Background: an optimization exercise with open tools, aiming at small area. Do not read the settings as production practice. Only simulation tests tie the RTL to the original design; equivalence was not proved. Power and IR drop assume default switching activity.

[config.mk]
export PLATFORM = sky130hd
export DESIGN_NAME = RETO
export DESIGN_NICKNAME = RETO
export VERILOG_FILES = /design/flow/design.v
export SDC_FILE = /design/flow/constraint.sdc
export NUM_CORES = 4
export LEC_CHECK = 0
export CAP_MARGIN = 20
export CORE_MARGIN = 2
export CORE_UTILIZATION = 40
export SLEW_MARGIN = 20
[constraint.sdc]
create_clock -name core_clock -period 20.0 [get_ports {CLK}]
set_input_delay 4.0000 -clock core_clock [delete_from_list [all_inputs] [get_ports {CLK}]]
set_output_delay 4.0000 -clock core_clock [all_outputs]
set_load 0.01 [all_outputs]
[design.v]
module RX (
    input CLK,
    input RST,
    input Rx,
    output reg DI,
    output reg enviando
);
reg IDLE;
reg [3:0] bitcounter;
reg [$clog2(5208):0] counter;
reg CLKinterno;
reg activo;
reg [$clog2(384):0] lineCounter;
reg [1:0] filterCounter;
wire tick = (counter == 5208/2) && !CLKinterno;
reg n_IDLE;
reg [3:0] n_bitcounter;
reg n_DI;
reg n_enviando;
reg n_activo;
reg [$clog2(384):0] n_lineCounter;
reg [1:0] n_filterCounter;
always @(posedge CLK) begin
    if (RST) begin
        counter <= 0;
        CLKinterno <= 0;
    end else if (counter==5208/2) begin
        counter <= 0;
        CLKinterno <= ~CLKinterno;
    end
    else begin
        counter <= counter+1;
    end
end
always @(*) begin
    n_IDLE = IDLE;
    n_bitcounter = bitcounter;
    n_DI = DI;
    n_enviando = enviando;
    n_activo = activo;
    n_lineCounter = lineCounter;
    n_filterCounter = filterCounter;
    case (n_IDLE)
        1'b1: begin 
            n_DI=0;
            n_bitcounter=0;
            n_enviando=0;
            n_activo=0;
            if (Rx==0) begin
                n_IDLE = 0;
                n_activo=1;
            end
        end
        1'b0: begin 
            if (n_activo) begin
                if (n_enviando) begin
                    n_enviando = 0;
                    n_DI=0;
                end
                n_bitcounter = n_bitcounter+1;
                if (n_bitcounter == 1 || n_bitcounter == 5) begin
                    if (n_lineCounter==384) begin
                        n_DI=0;
                        n_enviando=0;
                        if (n_filterCounter==3)begin
                            n_lineCounter=0;
                            n_filterCounter=0;
                        end else begin
                            n_filterCounter=n_filterCounter+1;
                        end
                    end else begin
                        n_DI = Rx;
                        n_enviando=1;
                        n_lineCounter=n_lineCounter+1;
                    end
                end
                if (n_bitcounter==8) begin
                    n_activo=0;
                end
            end else begin
                n_DI=0;
                n_enviando=0;
                n_bitcounter =0;
                n_IDLE =1;
            end
        end
    endcase
end
always @(posedge CLK) begin
    if (RST) begin
        bitcounter <= 0;
        IDLE <= 1;
        DI <= 0;
        enviando <= 0;
        activo <= 0;
        lineCounter <= 0;
        filterCounter <= 0;
    end else if (tick) begin
        IDLE <= n_IDLE;
        bitcounter <= n_bitcounter;
        DI <= n_DI;
        enviando <= n_enviando;
        activo <= n_activo;
        lineCounter <= n_lineCounter;
        filterCounter <= n_filterCounter;
    end
end
endmodule
module enviaDatos (
	input DI,
	input enviando,
	input CLK,
	input RST,
	output DO,
	output CLKimpr
);
reg [63:0] serialPara1;
reg [63:0] serialPara2;
reg [8:0] cuentaBits;
reg enable;
reg CLK200khz;
reg [7:0] cCLK;
reg [9:0] cCLKimpr;
reg enableCLKimpr;
reg enviando2;
wire tick = (cCLK >= 125) && !CLK200khz;
wire x;
and(x, enableCLKimpr, ~CLK200khz);
assign CLKimpr = x;
assign DO = serialPara2[0];
always @(posedge CLK) begin
	if (RST) begin
		cCLK <= 0;
		CLK200khz <= 0;
	end else if (cCLK >= 125) begin
		cCLK <= 0;
		CLK200khz <= ~CLK200khz;
	end else begin
		cCLK <= cCLK + 1;
	end
end
always @(posedge CLK) begin
	if (RST) begin
		serialPara1 <= 0;
		serialPara2 <= 0;
		enable <= 0;
		cuentaBits <= 0;
		enableCLKimpr <= 0;
		cCLKimpr <= 0;
		enviando2 <= 0;
	end else if (tick) begin
	enviando2 <= enviando;
    if (enviando && !enviando2) begin
        serialPara1 <= {DI, serialPara1[63:1]};
        cuentaBits  <= cuentaBits + 1;
    end
	if (cuentaBits==64) begin 
		enable<=1;
		enableCLKimpr<=1;
		cuentaBits<=0;
	end
	if (enable) begin
		serialPara2 <= serialPara1;
		enable <=0; 
	end
	else begin
		serialPara2 <= serialPara2 >> 1;
	end
	if (enableCLKimpr) begin
		if (cCLKimpr>=384) begin
			cCLKimpr<=0;
			enableCLKimpr<=0;
		end else begin
			cCLKimpr<=cCLKimpr+1;
		end
	end
	end
end
endmodule
module LATSTB(
    input  CLKimpr,
    input  CLK,
    input  RST,
    input  DO,
    output reg LAT,
    output reg STB
);
reg [9:0] numDatos;
reg [2:0] paquete;
reg termine;
reg lat_toggle;
reg lat_sync0;
reg lat_sync1;
reg lat_sync1_d;
reg lat_event;
reg [5:0] cLAT;
reg enableLAT;
reg [12:0] cSTB;
reg enableSTB;
reg [9:0] posicion;
reg CLKimpr_d;
wire tick = CLKimpr && !CLKimpr_d;
always @(*) begin
    case (paquete)
        3'd0: posicion = 10'd64;
        3'd1: posicion = 10'd128;
        3'd2: posicion = 10'd192;
        3'd3: posicion = 10'd256;
        3'd4: posicion = 10'd320;
        3'd5: posicion = 10'd384;
        default: posicion = 10'd64;
    endcase
end
always @(posedge CLK) begin
    if (RST) begin
        CLKimpr_d <= 0;
        numDatos <= 0;
        paquete <= 0;
        termine <= 0;
        lat_toggle <= 0;
    end else begin
    CLKimpr_d <= CLKimpr;
    if (tick) begin
    if (numDatos == posicion) begin
        if (!termine) begin
            termine    <= 1;
            lat_toggle <= ~lat_toggle;
        end
    end
    if (numDatos == 10'd384) begin
        numDatos <= 0;
        termine  <= 0;
        if (paquete == 3'd5)
            paquete <= 0;
        else
            paquete <= paquete + 1;
    end
    else begin
        numDatos <= numDatos + 1;
    end
    end
    end
end
always @(posedge CLK) begin
    if (RST) begin
        lat_sync0   <= 0;
        lat_sync1   <= 0;
        lat_sync1_d <= 0;
        lat_event   <= 0;
        LAT         <= 0;
        enableLAT   <= 0;
        cLAT        <= 0;
        STB         <= 0;
        enableSTB   <= 0;
        cSTB        <= 0;
    end else begin
    lat_sync0   <= lat_toggle;
    lat_sync1   <= lat_sync0;
    lat_event   <= (lat_sync1 != lat_sync1_d);
    lat_sync1_d <= lat_sync1;
    if (lat_event)
        enableLAT <= 1;
    if (enableLAT) begin
        LAT <= 1;
        if (cLAT == 6'd10) begin
            LAT       <= 0;
            enableLAT <= 0;
            cLAT      <= 0;
            enableSTB <= 1;
        end
        else
            cLAT <= cLAT + 1;
    end
    if (enableSTB) begin
        STB <= 1;
        if (cSTB == 13'd2500) begin
            STB <= 0;
            enableSTB <= 0;
            cSTB <= 0;
        end
        else
            cSTB <= cSTB + 1;
    end
    end
end
endmodule
module pwm (
    input CLK,
    input RST,
    input [7:0] duty,
    output reg pwmOut
);
reg [16:0] counter;
reg [31:0] duty_scaled;
always @(posedge CLK) begin
    if (RST) begin
        duty_scaled <= 0;
        counter <= 0;
        pwmOut <= 0;
    end else begin
    duty_scaled <= duty * 17'd390;
    if (counter >= 17'd99999)
        counter <= 0;
    else
        counter <= counter + 1;
    pwmOut <= (counter < duty_scaled);
    end
end
endmodule
module Motor(
    input mover,
    input CLK,
    input RST,
    output INA,
    output INA2,
    output INB,
    output INB2
);
parameter STEP_FREQ_DIV = 375000-1;  
localparam [7:0] duty = 8'd180; 
reg CLKint;
reg [$clog2(STEP_FREQ_DIV-1):0] counter;
reg [3:0] PASO;
localparam sentido = 1'b1;
reg [7:0] dutyA;
reg [7:0] dutyA2;
reg [7:0] dutyB;
reg [7:0] dutyB2;
wire pwmINA;
wire pwmINA2;
wire pwmINB;
wire pwmINB2;
assign INA = pwmINA;
assign INA2 = pwmINA2;
assign INB = pwmINB;
assign INB2 = pwmINB2;
wire tick = (counter >= STEP_FREQ_DIV) && !CLKint;
always @(posedge CLK) begin
    if (RST) begin
        counter <= 0;
        CLKint <= 0;
    end else if (counter>=STEP_FREQ_DIV) begin
        counter<=0;
        CLKint<=~CLKint;
    end
    else begin
        counter <= counter+1;
    end
end
always @(posedge CLK) begin
    if (RST) begin
        PASO <= 4'b0000;
    end else if (tick) begin
    if (mover) begin
        case(PASO)
            4'b0000: PASO<=4'b0001; 
            4'b0001: PASO<=(sentido) ? 4'b0101 : 4'b1001;
            4'b0101: PASO<=(sentido) ? 4'b0100 : 4'b0001;
            4'b0100: PASO<=(sentido) ? 4'b0110 : 4'b0101;
            4'b0110: PASO<=(sentido) ? 4'b0010 : 4'b0100;
            4'b0010: PASO<=(sentido) ? 4'b1010 : 4'b0110;
            4'b1010: PASO<=(sentido) ? 4'b1000 : 4'b0010;
            4'b1000: PASO<=(sentido) ? 4'b1001 : 4'b1010;
            4'b1001: PASO<=(sentido) ? 4'b0001 : 4'b1000;
            default: PASO<=PASO;
        endcase
    end
    else begin
        PASO<=4'b0000;
    end
    end
end
always @(*) begin
    case(PASO)
        4'b0001: begin
            dutyA =0;
            dutyA2 =0;
            dutyB =0;
            dutyB2 = duty; end
        4'b0101: begin
            dutyA  = 0;
            dutyA2 = duty;
            dutyB  = 0;
            dutyB2 = duty; end
        4'b0100: begin
            dutyA  = 0;
            dutyA2 = duty;
            dutyB  = 0;
            dutyB2 = 0; end
        4'b0110: begin
            dutyA  = 0;
            dutyA2 = duty;
            dutyB  = duty;
            dutyB2 = 0; end
        4'b0010: begin
            dutyA  = 0;
            dutyA2 = 0;
            dutyB  = duty;
            dutyB2 = 0; end
        4'b1010: begin
            dutyA  = duty;
            dutyA2 = 0;
            dutyB  = duty;
            dutyB2 = 0; end
        4'b1000: begin
            dutyA  = duty;
            dutyA2 = 0;
            dutyB  = 0;
            dutyB2 = 0; end
        4'b1001: begin
            dutyA  = duty;
            dutyA2 = 0;
            dutyB  = 0;
            dutyB2 = duty; end
        default: begin
            dutyA  = 0;
            dutyA2 = 0;
            dutyB  = 0;
            dutyB2 = 0; end
    endcase
end
pwm p1(
    .CLK(CLK),
    .RST(RST),
    .duty(dutyA),
    .pwmOut(pwmINA)
);
pwm p2(
    .CLK(CLK),
    .RST(RST),
    .duty(dutyA2),
    .pwmOut(pwmINA2)
);
pwm p3(
    .CLK(CLK),
    .RST(RST),
    .duty(dutyB),
    .pwmOut(pwmINB)
);
pwm p4(
    .CLK(CLK),
    .RST(RST),
    .duty(dutyB2),
    .pwmOut(pwmINB2)
);
endmodule
module moverMotor(
    input STB,
    input CLK,
    input RST,
    output INA,
    output INA2,
    output INB,
    output INB2
);
reg [3:0] cSTB;
reg [$clog2(20000000):0] cMotor;
reg enableMotor;
reg [1:0] magia;
wire x;
assign x=magia[0];
always @(posedge CLK) begin
    if (RST)
        magia <= 2'b00;
    else
    case (magia)
        2'b00: magia <= STB ? 2'b01:2'b00;
        2'b01: magia <= 2'b10;
        2'b10: magia <= STB? 2'b10: 2'b00;
        default: magia <= 2'b00;
    endcase
end
always @(posedge CLK) begin
    if (RST) begin
        cSTB <= 0;
        cMotor <= 0;
        enableMotor <= 0;
    end else if (enableMotor) begin
        if (cMotor>=20000000) begin
            cMotor<=0;
            enableMotor<= 0;
        end else begin
            cMotor<=cMotor+1;
        end
    end else begin
        if (x) begin
            if (cSTB==5) begin
                cSTB<=0;
                enableMotor <=1;
            end else begin
                cSTB<=cSTB+1;
            end
        end
    end
end
Motor m(
    .mover(enableMotor),
    .CLK(CLK),
    .RST(RST),
    .INA(INA),
    .INA2(INA2),
    .INB(INB),
    .INB2(INB2)
);
endmodule
module RETO(
    input Rx,
    input CLK,
    input RST,
    output INA,
    output INA2,
    output INB,
    output INB2,
    output DO,
    output LAT,
    output STB,
    output CLKimpr
);
wire DI;
wire enviando;
wire DO_;
wire CLKimpr_;
wire STB_;
assign DO=DO_;
assign CLKimpr=CLKimpr_;
assign STB=STB_;
RX r1(
    .CLK(CLK),
    .RST(RST),
    .Rx(Rx),
    .DI(DI),
    .enviando(enviando)
);
enviaDatos ed1(
    .DI(DI),
    .enviando(enviando),
    .CLK(CLK),
    .RST(RST),
    .DO(DO_),
    .CLKimpr(CLKimpr_)
);
LATSTB l(
    .DO(DO_),
    .CLKimpr(CLKimpr_),
    .CLK(CLK),
    .RST(RST),
    .LAT(LAT),
    .STB(STB_)
);
moverMotor mt(
    .STB(STB_),
    .CLK(CLK),
    .RST(RST),
    .INA(INA),
    .INA2(INA2),
    .INB(INB),
    .INB2(INB2)
);
endmodule
[run.sh]
#!/bin/bash
# synth_recipe.tcl (not shown) runs the flow's synth.tcl, then flattens the netlist and writes it again
# the make line also repeats each setting of config.mk as NAME=value (left out here)
make -C /OpenROAD-flow-scripts/flow DESIGN_CONFIG=/design/flow/config.mk WORK_HOME=/design/flow/orfs CLKGATE_MAP_FILE= SYNTH_SCRIPT=/design/flow/synth_recipe.tcl finish
==> results of run 1 <==
==> routing by layer <==
metal  up-vias  GRT usage
li1       6850          -
met1      6129      0.200
met2       129      0.247
met3        48     0.0299
met4         0     0.0433
met5         -          0
==> worst max path at each step <==
stage,start,end,slack (ns)
after global routing,RST,mt.m.p3.duty[7]$_DFF_P_,14.00
after detailed placement,RST,mt.m.p3.duty[7]$_DFF_P_,13.63
after floorplan,RST,ed1.cuentaBits[0]$_SDFFE_PP0P_,14.69
final,ed1.CLK200khz$_SDFFE_PP0N_,CLKimpr,14.13
after CTS,ed1.CLK200khz$_SDFFE_PP0N_,CLKimpr,14.10
after global placement,RST,mt.m.p3.duty[7]$_DFF_P_,13.73
==> metrics by stage <==
step | std cells | area, um^2
final | 2509 | 18900
after global routing | 2509 | 18900
after CTS | 2508 | 18800
after detailed placement | 2432 | 17400
after global placement | 2432 | 17400
after floorplan | 1971 | 16900
==> state kept, by name, indices dropped and copies added, names as in the netlist, 6 cells and up <==
signal / cells
ed1.cuentaBits: 9
ed1.serialPara1: 64
l.cLAT: 6
ed1.serialPara2: 64
mt.m.p2.counter: 17
mt.m.p4.counter: 17
r1.counter: 14
r1.lineCounter: 10
ed1.cCLKimpr: 10
ed1.cCLK: 8
l.cSTB: 13
mt.m.counter: 20
mt.cMotor: 26
mt.m.p3.counter: 17
mt.m.p1.counter: 17
l.numDatos: 10
==> power by group through the flow <==
| stage | sequential, W | clock, W | combinational, W |
|---|---|---|---|
| 2_1_floorplan | 0.000774 | 0 | 0.0000237 |
| 3_3_place_gp | 0.000776 | 0 | 0.0000288 |
| 3_5_place_dp | 0.000776 | 0 | 0.0000297 |
| 4_1_cts | 0.000759 | 0.000819 | 0.0000299 |
| 5_1_grt | 0.000760 | 0.000851 | 0.0000340 |
| 6_report | 0.000760 | 0.000796 | 0.0000296 |
==> critical path, stage by stage (launching register included) <==
cell,delay (ns)
dfxtp_1,0.34
inv_1,0.11
nand2_1,0.15
inv_1,0.17
clkdlybuf4s50_1,0.56
==> placed cells by master (no fill, tap or decap), types with 52 or more instances in the layout <==
cell | netlist | layout
a211oi_1 | 69 | 69
a21oi_1 | 118 | 118
dfxtp_1 | 375 | 374
ha_1 | 52 | 52
inv_1 | 52 | 52
mux2i_1 | 68 | 68
nand2_1 | 221 | 220
nand3_1 | 85 | 85
nor2_1 | 287 | 286
xnor2_1 | 61 | 61
xor2_1 | 67 | 67
==> cell type report <==
class	instances	area, um^2
sequential	375	7510
timing repair buffer	20	193
clock buffer	67	1360
tap	539	674
fill	4056	23000
multi-input combinational	1447	8840
clock inverter	9	101
inverter	52	195
==> cells by family after synthesis <==
logic type | Yosys count
and+or+nand+nor | 859
xor gates and xnor gates | 128
buffers and inverters | 149
other | 1
AOI/OAI and AO/OA | 338
DFF | 375
muxes | 69
adders and majority gates | 52
==> metrics list, run 1 <==
- Total power for the finished layout comes to 0.00159 W.
- By area, the combinational part of the netlist is dominated by simple AND/OR/NAND/NOR gates.
- Routability-driven placement finished with a final weighted congestion of ~0.81.
- The tree is rooted in a clkbuf_16.
* Final TNS setup: 0 ns
- Of the total power, the share spent switching nets is 0.210.
- Yosys attributes the largest share of cell area to dfxtp_1 (44%), nor2_1 (6.4%), nand2_1 (4.9%).
- The analysis attributes to net switching a power of 0.000333 W.
* Area fraction in compound gates after synthesis: 0.132
- In this run the critical register-to-register path is captured at r1.lineCounter[8]$_SDFFE_PP0P_.
* Fin crit share: 0.294
- Once the clock tree was built, the resizer swapped 0 gates to a different size.
- Across the routed clock network, the largest skew measured is 0.0167 ns.
* Initial Util: 0.404
* Critical setup path kind: reg2out
- Synthesized instance count: 1971
- Top flip-flop cell by instance count after synthesis: dfxtp_1
- Counting every net in the synthesized netlist gives 2026.
* Worst hold stages: 1
* Final setup violating endpoints: 0
* Clock tree from TritonCTS: built
* Post-detailed-route via-to-cell ratio: 5.24
- CTS Buf Count: 42
- Buffers added to address setup during post-CTS repair amount to 0.
- During I/O placement, the number of pins put on the boundary was 11.
- Final hold violations: 0
- Lkg Pwr: 6.15 nW
- Relative to the synthesized area, the layout overhead comes to 11.7%.
* Worst r2r src: r1.counter[0]$_SDFF_PP0_
- The first TritonRoute pass finished after 5 iterations.
* Maximum number of pins on one net before global-route repair: roughly 120
- For this run, the share of the core covered by cells in the final layout is 0.451.
- Synth unique cells: 87
* Layout cells sized above 1: 0.0594
- CTS max path bufs: 3
- Share of power burned in the clock network: 0.502
- At the end of the flow, the number of nets in the layout was 1993.
* Max-slew violation total from the final report: 0
* CTS HTree Levels: 2
* Mean post-synth cell area: 8.57 um^2
* EDFF count, synth: 0
* Adder and majority gate portion of the synthesized area: 0.0385
- Detailed placement finished with a half-perimeter wire length of 20.0 mm.
- CP required: around 16 ns
* Library cell occupying the most area in the post-synthesis netlist: dfxtp_1
- Worst hold start: mt.magia[1]$_SDFF_PP0_
* Worst hold margin: around 0.44 ns
- The worst hold path terminates at mt.magia[0]$_SDFF_PP0_.
* Routed met3 length: roughly 1.2 mm
- The total overflow left after global routing is 0.
* Maximum vdd ir drop: approximately 0.053 mV
- The detailed router finished its first iteration with 581 violations.
- Yosys reg bits: approximately 380
* Highest signal layer in the routed design: met4
* Initial antenna violation count: 0
- Vias after detailed routing: 13.2k
- Kind of end point of the critical path: output pin
- Xor/xnor cell area share of the yosys netlist: 0.0664
* Wire length on met1: 16.3 mm
* Sequential share of power: 0.479
- For this design, the sink count on the clock tree is 375.
- At the placement stage, the worst setup path has a slack of ~14 ns.
- Post-detailed-route wirelength per cell: roughly 13 um
- The number of antenna diodes in the final layout is 0.
* Worst slew margin relative to its limit: 0.449
* Die Span X: 210 um
* Outcome: timing/DRC/antenna clean
- Max-cap violations in this run came to 0.
- For the worst flop-to-flop path, the logic depth is 7.
- Data on the critical path arrives at its endpoint at 1.87 ns.
- Part of the power in combinational logic: 0.019
- Async set or reset register ratio after synthesis: 0
- The share of the Yosys chip area taken by registers is 0.444.
* Core outline area: 41900 um^2
- For this design, the CTS-stage hold fixing added 0 buffers.
* Hold WC Path Type: reg2reg
- Cell Int Power: between 0.001 and 0.0015 W
- Setup repair after global routing missed its margin: no
- Summed over all layers, the routed wires come to 32.6 mm.
- Synth Cell Area: 16900 um^2
- Fraction of synthesized area in multiplexers: 0.0410
* Via count of the first global-routing pass: 12.4k
- For this run, the total global-route usage over all layers was measured as 0.150.
- The first global-routing pass estimated 57.2 mm of wire.
- For this design the ratio of total power to cell area is 84.0 nW/um^2.
- The share of synthesized area in the top cell type comes to 0.444.
* Final worst-path setup slack: 14.13 ns
- Clock-pin slew reported for the worst setup and hold paths after clock tree synthesis: 0.06 ns
- The worst register-to-register path has a setup slack of 17.46 ns.
- Synth Area in Simple Gates: 0.243
- The initialized floorplan defines 75 standard-cell rows.
* DIE AREA: 43900 um^2
* Count leader, synth: dfxtp_1
- Once detail routing completed, the nets flagged for antenna violations numbered 0.
- Max FO, Critical Path: 5
- The routed design uses roughly 15 mm of met2 wire.
* Period minus WS final: roughly 6 ns
- Worst setup SP type: flip-flop
- Slew at the pin with the worst max-slew slack: a little over 0.8 ns
- By count the netlist is led by dfxtp_1 (375), nor2_1 (287), nand2_1 (221).
- Die Ht: 210 um
- For the worst-skew pair, the clock arrives at the later sink with an insertion delay of around 0.56 ns.
- For this run, the top clock speed supported by timing is 170 MHz.
- In the routed design, unresolved DRC markers number 0.
- Port Buffer Count: 10
- The Yosys step of the flow raised 6 warnings.
==> run 2, diff against run 1 <==
==> design.v (replaced) <==
module RETO(
    input Rx,
    input CLK,
    input RST,
    output INA,
    output INA2,
    output INB,
    output INB2,
    output DO,
    output LAT,
    output STB,
    output CLKimpr
);
reg [11:0] rxc;
reg        rxph;
wire rxc_end = (rxc & 12'd2604) == 12'd2604;    
wire rxtick  = rxc_end && !rxph;
always @(posedge CLK) begin
    if (RST) begin
        rxc  <= 0;
        rxph <= 0;
    end else if (rxc_end) begin
        rxc  <= 0;
        rxph <= ~rxph;
    end else begin
        rxc <= rxc + 1'b1;
    end
end
reg [3:0] st;
reg       DI;
reg       env;
reg [8:0] L;
wire cand   = (st == 4'd1) || (st == 4'd5);
wire accept = !(L[8] && L[7]);
wire L_end  = (L & 9'd387) == 9'd387;
always @(posedge CLK) begin
    if (RST) begin
        st  <= 0;
        DI  <= 0;
        env <= 0;
        L   <= 0;
    end else if (rxtick) begin
        if (st == 4'd0)
            st <= Rx ? 4'd0 : 4'd1;
        else if (st == 4'd9)
            st <= 4'd0;
        else
            st <= st + 1'b1;
        env <= cand && accept;
        DI  <= cand && accept && Rx;
        if (cand)
            L <= L_end ? 9'd0 : L + 1'b1;
    end
end
reg [6:0] c;
reg       ph;
wire c_end  = (c & 7'd125) == 7'd125;
wire edtick = c_end && !ph;
always @(posedge CLK) begin
    if (RST) begin
        c  <= 0;
        ph <= 0;
    end else if (c_end) begin
        c  <= 0;
        ph <= ~ph;
    end else begin
        c <= c + 1'b1;
    end
end
reg       env2;
reg [8:0] K;
wire start = env && !env2 && (L[5:0] == 6'd0);
always @(posedge CLK) begin
    if (RST) begin
        env2 <= 0;
        K    <= 9'd511;
    end else if (edtick) begin
        env2 <= env;
        if (start)
            K <= 0;
        else if (K != 9'd511)
            K <= K + 1'b1;
    end
end
wire en = (K != 0) && (K <= 9'd385);
assign CLKimpr = en && !ph;
reg [5:0]  rot;
reg [63:0] ring;
reg        S;
reg        DOr;
wire wr = env && (rot == L[5:0]);
always @(posedge CLK) begin
    if (RST)
        rot <= 0;
    else
        rot <= rot + 1'b1;
end
always @(posedge CLK) begin
    ring <= {wr ? DI : ring[0], ring[63:1]};
    if (rot == K[5:0])
        S <= ring[0];
end
always @(posedge CLK) begin
    if (RST)
        DOr <= 0;
    else if (edtick)
        DOr <= (K != 0) && (K <= 9'd64) && S;
end
assign DO = DOr;
wire [2:0] q  = (L[8:6] == 3'd0) ? 3'd6 : L[8:6];
wire       kq = (K[8:6] == q);
wire [5:0] d  = K[5:0];
assign LAT = kq && (d == 6'd1) && !ph && (c >= 7'd6) && (c <= 7'd15);
assign STB = kq && (((d == 6'd1) && !ph && (c >= 7'd17)) ||
                    ((d >= 6'd2) && (d <= 6'd10)) ||
                    ((d == 6'd11) && ph && (c <= 7'd122)));
wire x2 = kq && (d == 6'd1) && !ph && (c == 7'd20);
reg [2:0]  cSTB;
reg        menab;        
reg [16:0] cM;           
wire ph20 = !ph && (c == 7'd20);
wire ph41 = !ph && (c == 7'd41);
always @(posedge CLK) begin
    if (RST) begin
        cSTB  <= 0;
        menab <= 0;
        cM    <= 0;
    end else if (menab) begin
        if (ph41 && (cM == 17'd79365))
            menab <= 0;
        if (ph20)
            cM <= cM + 1'b1;
    end else if (x2) begin
        cM <= 0;
        if (cSTB == 3'd5) begin
            cSTB  <= 0;
            menab <= 1;
        end else begin
            cSTB <= cSTB + 1'b1;
        end
    end
end
reg [15:0] lo;
reg        h;
reg [3:0]  km;
wire lo_end = (lo & 16'd49999) == 16'd49999;
always @(posedge CLK) begin
    if (RST) begin
        lo <= 0;
        h  <= 0;
        km <= 0;
    end else if (lo_end) begin
        lo <= 0;
        h  <= ~h;
        km <= ((km & 4'd14) == 4'd14) ? 4'd0 : km + 1'b1;
    end else begin
        lo <= lo + 1'b1;
    end
end
reg [3:0] PASO;
wire ptick = (km == 4'd7) && (lo == 16'd25001);
always @(posedge CLK) begin
    if (RST)
        PASO <= 0;
    else if (ptick) begin
        if (menab)
            case (PASO)
                4'b0000: PASO <= 4'b0001;
                4'b0001: PASO <= 4'b0101;
                4'b0101: PASO <= 4'b0100;
                4'b0100: PASO <= 4'b0110;
                4'b0110: PASO <= 4'b0010;
                4'b0010: PASO <= 4'b1010;
                4'b1010: PASO <= 4'b1000;
                4'b1000: PASO <= 4'b1001;
                4'b1001: PASO <= 4'b0001;
                default: PASO <= PASO;
            endcase
        else
            PASO <= 0;
    end
end
wire pw = h ? (lo <= 16'd20200) : (lo != 0);
assign INA  = pw && PASO[3];
assign INA2 = pw && PASO[2];
assign INB  = pw && PASO[1];
assign INB2 = pw && PASO[0];
endmodule
==> run 2 against run 1 <==
Net effect:
- still clean on timing, DRC and antenna
- critical path depth increased by 2
- non-clock buffer count decreased by 9
- utilization increased by 1.0 points
- worst hold slack got worse by 0.11 ns
- via count decreased by 64%
- synthesized area decreased by 61%
- register-to-register slack improved by 0.25 ns
- clock power decreased by 59%
- critical path type unchanged
==> metrics list, run 2 <==
- Outcome: timing/DRC/antenna clean
- The post-synthesis compound-gate area fraction is 0.124 (-0.00748).
- Worst hold stages: 0 (-1)
- Clock tree from TritonCTS: built
- Counting flops per register, the top entry is ring.
- Syn. warnings: 1 (-5)
- Met2 track demand over resource in global routing: 0.236 (-0.0108)
- The final number of hold-violating endpoints was 0 (unchanged).
- The setup-violating endpoint count in the final report is 0 (unchanged).
- Initial antenna violation count: 0 (unchanged)
- Synth Area in Simple Gates: 0.223 (-0.0199)
* I/O pin total: 11 (unchanged)
- The routability congestion estimate is 0.817 (+1.1%).
* Top flip-flop cell by instance count after synthesis: dfxtp_1
* Leading post-synthesis cells by instance count: dfxtp_1 (163), nor2_1 (79), a21oi_1 (39)
- The routed wire length was 12.3 mm (-62%).
* Final TNS setup: 0 ns (unchanged)
* Mean post-synth cell area: 9.41 um^2 (+9.8%)
- The count of input and output buffers was 10 (unchanged).
- The overall overflow remaining after global route was 0 (unchanged).
- In the final layout, the registers with the most flip-flops are ring x64, cM x17, lo x16.
* Initial Util: 0.411 (+0.00706)
* Clock-pin slew reported for the worst setup and hold paths after clock tree synthesis: 0.07 ns (about the same)
- The average detailed-routed wire length per instance is 13.5 um (+3.5%).
- CP required: 16.00 ns (about the same)
- Among all cell types in the netlist, the one instantiated most often is dfxtp_1.
* Worst r2r src: c[0]$_SDFF_PP0_
* DRC errors left: 0 (unchanged)
- Number of search-and-repair iterations in the first detailed-routing pass: 4 (-1)
- The clock tree buffer depth came to 2 (-1).
- The worst setup path is launched from a flip-flop.
* Worst hold margin: 0.327 ns (-0.109 ns)
* Power per cell area: 90.8 nW/um^2 (+8.1%)
* Die Span X: 132 um (-37%)
- On the critical path, the stage with the largest delay is an instance of clkdlybuf4s50_1.
- The fraction of met1 tracks used by global routing is 0.199 (-0.00121).
- The share of the synthesized area in the top cell type was 0.498 (+0.0540).
* Fmax: 153 MHz (-10%)
* Period minus WS final: 6.54 ns (+0.669 ns)
- The number of buffers added by the clock tree synthesis step came to 17 (-60%).
* Post-CTS setup-driven buffer insertion count: 0 (unchanged)
- Largest family of logic cells by synthesized area: simple AND/OR/NAND/NOR gates
- The largest total area in the synthesized netlist belongs to dfxtp_1.
- Maximum Capacitance Violations: 0 (unchanged)
* Critical setup path kind: reg2out
- Most frequent cells in the layout: dfxtp_1 (163), nor2_1 (79), a21oi_1 (39)
- Max reg flops: 64
- The quantity of gates resized following cts was 0 (unchanged).
- Core outline area: 15900 um^2 (-62%)
* Total area of multi-input combinational cells: 3000 um^2 (-66%)
* Post-detailed-route via-to-cell ratio: 5.20 (-0.75%)
- The leakage power summed over all cells was 2.66 nW (-57%).
- The endpoint identified for the worst register-to-register timing path is cM[3]$_SDFFE_PP0P_.
* Worst Reg2Reg Path Length in Cells: 6 (-1)
- The half-perimeter wire length of the detailed placement result came to 8.16 mm (-59%).
* Buffer cell driving the clock tree root: clkbuf_16
- The critical path starts at lo[9]$_SDFF_PP0_.
- The count of clock tree sinks came to 164 (-56%).
- The peak ir drop on the vdd network is 0.0612 mV (+15%).
- Synth unique cells: 72 (-17%)
- Net Count, Synth: 717 (-65%)
- Relative to the synthesized area, the layout overhead comes to 12.3%.
* Global router's overall resource usage: 0.151 (+0.00106)
* EDFF count, synth: 1 (+1)
- The worst-margin pin slew was 0.980 ns (+0.153 ns).
* Area taken by flip-flops and latches: 3290 um^2 (-56%)
- The synthesis-stage register bit count came to 164 (-56%).
- Fraction of synthesized area in multiplexers: 0.00172 (-0.0392)
- The share of synthesized area occupied by flip-flops and latches was 0.503 (+0.0586).
* Pwr Total: 0.000668 W (-58%)
- The number of nets at the end of the flow is 708 (-64%).
- The total number of vias came to 4767 (-64%).
* Layout cells sized above 1: 0.0686 (+0.00918)
- In this run the worst setup path terminates at INA2.
- Leaving out fill and tap cells, the most frequent cell in the layout is dfxtp_1.
- Hold WC Path Type: reg2reg
- Gr busiest metal: met2
* Kind of end point of the critical path: output pin
* Xor/xnor cell area share of the yosys netlist: 0.0749 (+0.00854)
* Number of placement rows: 46 (-39%)
- First-pass GRT wire length: 21.9 mm (-62%)
* Max FO, Critical Path: 7 (+2)
- Synthesized instance count: 696 (-65%)
* Cell-by-cell listing of the critical path: and4_1, o31a_1, a211o_1, a21boi_0, and2_1, clkdlybuf4s50_1
- Maximum number of pins on one net before global-route repair: 53 (-57%)
- CTS HTree Levels: 4 (+2)
- The max-slew violation total from the final report was 0 (unchanged).
* Worst slew margin relative to its limit: 0.347 (-0.102)
* DIE AREA: 17400 um^2 (-60%)
- Worst-Skew Late Latency: 0.42 ns (-0.14 ns)
- The share of the clock period used by the worst path was 0.327 (+0.0335).
- The adder and majority cell fraction of the synthesized area came to 0.0344 (-0.00412).
- Setup repair after global routing missed its margin: no
- Die Ht: 132 um (-37%)
- Hold buffers post-CTS: 0 (unchanged)
- By area the synthesized netlist is led by dfxtp_1 (50%), nor2_1 (4.5%), xnor2_1 (4.0%).
* Diode insertion count for antenna repair: 0 (unchanged)
- The combined area of all synthesized cells came to 6550 um^2 (-61%).
- Worst R2R Setup Slack: 17.71 ns (+0.25 ns)
- Antenna-violating nets left: 0 (unchanged)
* Post-route clock skew: 0.00621 ns (-0.0105 ns)
- The largest incremental delay on the critical path is 0.53 ns (-0.03 ns).
- CP Data Arrival Time: 2.54 ns (+0.67 ns)
- The async set-or-reset flop fraction in the synthesized netlist came to 0 (unchanged).
* Met3 capacity usage during global routing: 0.0434 (+0.0135)
- The fill cell total of the finished layout was 1516 (-63%).
- Via count of the first global-routing pass: 4652 (-62%)
* Iter 0 DRT Violations: 347 (-40%)
## run 2: cell count changes after synthesis, sizes merged, moves of 31 or more
cell,previous run,this run
nor2,287,79
nand2,222,38
dfxtp,375,163
ha,52,18
xnor2,61,30
clkbuf,78,31
xor2,67,26
a21oi,118,39
a211oi,69,3
nand3,85,33
mux2i,68,0
## run 2: how the worst min path moves through the flow
stage,slack (ns),start,end
finish,0.33,ring[7]$_DFF_P_,ring[6]$_DFF_P_
global route,0.33,ring[20]$_DFF_P_,ring[19]$_DFF_P_
CTS,0.33,ring[27]$_DFF_P_,ring[26]$_DFF_P_
detailed placement,0.31,ring[54]$_DFF_P_,ring[53]$_DFF_P_
global placement,0.31,ring[26]$_DFF_P_,ring[25]$_DFF_P_
floorplan,0.31,ring[1]$_DFF_P_,ring[0]$_DFF_P_
## run 2: layer usage
metal  vias up  routed length, um
met4         0                141
met1      2249               6020
li1       2437                  -
met5         -                  0
met2        68               5720
met3        13                451
## run 2: kinds of logic after synthesis
| kind of cell | after synthesis |
|---|---|
| xor gates and xnor gates | 56 |
| and+or+nand+nor | 275 |
| muxes | 1 |
| adders and majority gates | 18 |
| DFF | 164 |
| buffers and inverters | 63 |
| AOI/OAI and AO/OA | 119 |
## run 2: final cells by class
cell class / count / area share
clock buffers: 20 / 0.0635
clock inverters: 12 / 0.0179
inverters: 24 / 0.0122
flip-flops and latches: 164 / 0.448
repair buffers: 11 / 0.0140
well taps: 216 / 0.0367
multi-input cells: 469 / 0.408
## run 2: stage by stage
step           instance area, um^2  instances  utilization  setup slack (ns)
4_1_cts                       7350        916        0.461             13.41
3_5_place_dp                  6760        884        0.424             13.74
2_1_floorplan                 6550        696            -             14.47
5_1_grt                       7350        916        0.461             13.30
6_report                      7350        916        0.461             13.46
3_3_place_gp                  6760        884        0.424             13.83
## run 2: critical path, delay by kind of cell, from the launching register on
kind	cells	cell delay, ns
flip-flops	1	0.36
buffers and inverters	1	0.53
AND/OR/NAND/NOR	2	0.41
AO/OA/AOI/OAI	3	0.83
## run 2: power breakdown
part	internal (W)	total [W]	switching, W
logic	0.00000396	0.0000104	0.00000646
registers	0.000329	0.000332	0.00000304
clock network	0.000186	0.000326	0.000139

==> re-timing with driven ports <==
The results above use ideal ports. As a check the final layouts listed here were re-extracted and re-timed, cells and wires unchanged. Step 1 (the two cells are an assumption about what drives the block):
set clk [get_ports {CLK}]
set_driving_cell -lib_cell sky130_fd_sc_hd__clkbuf_16 $clk
set_driving_cell -lib_cell sky130_fd_sc_hd__buf_2 [delete_from_list [all_inputs] $clk]
Step 2 times the ports against the registers' clock, not the clock port: input delays grow and output delays shrink by t, the midpoint of the rising clock arrivals with the driver on. Three values: ideal, step 1, step 2; two values: the first two.
| run | shift t [ns] | setup slack, ns | pins driven straight from the clock port |
|---|---|---|---|
| run 1 | 0.601 | 14.126 / 14.072 / 13.663 | 1 |
| run 2 | 0.460 | 13.457 / 13.415 / 13.842 | 1 |
After both steps setup and hold are still met in every run listed. The setup slack of run 1, which loses most, moves by -0.054 ns with the drivers and by -0.463 ns with both steps.
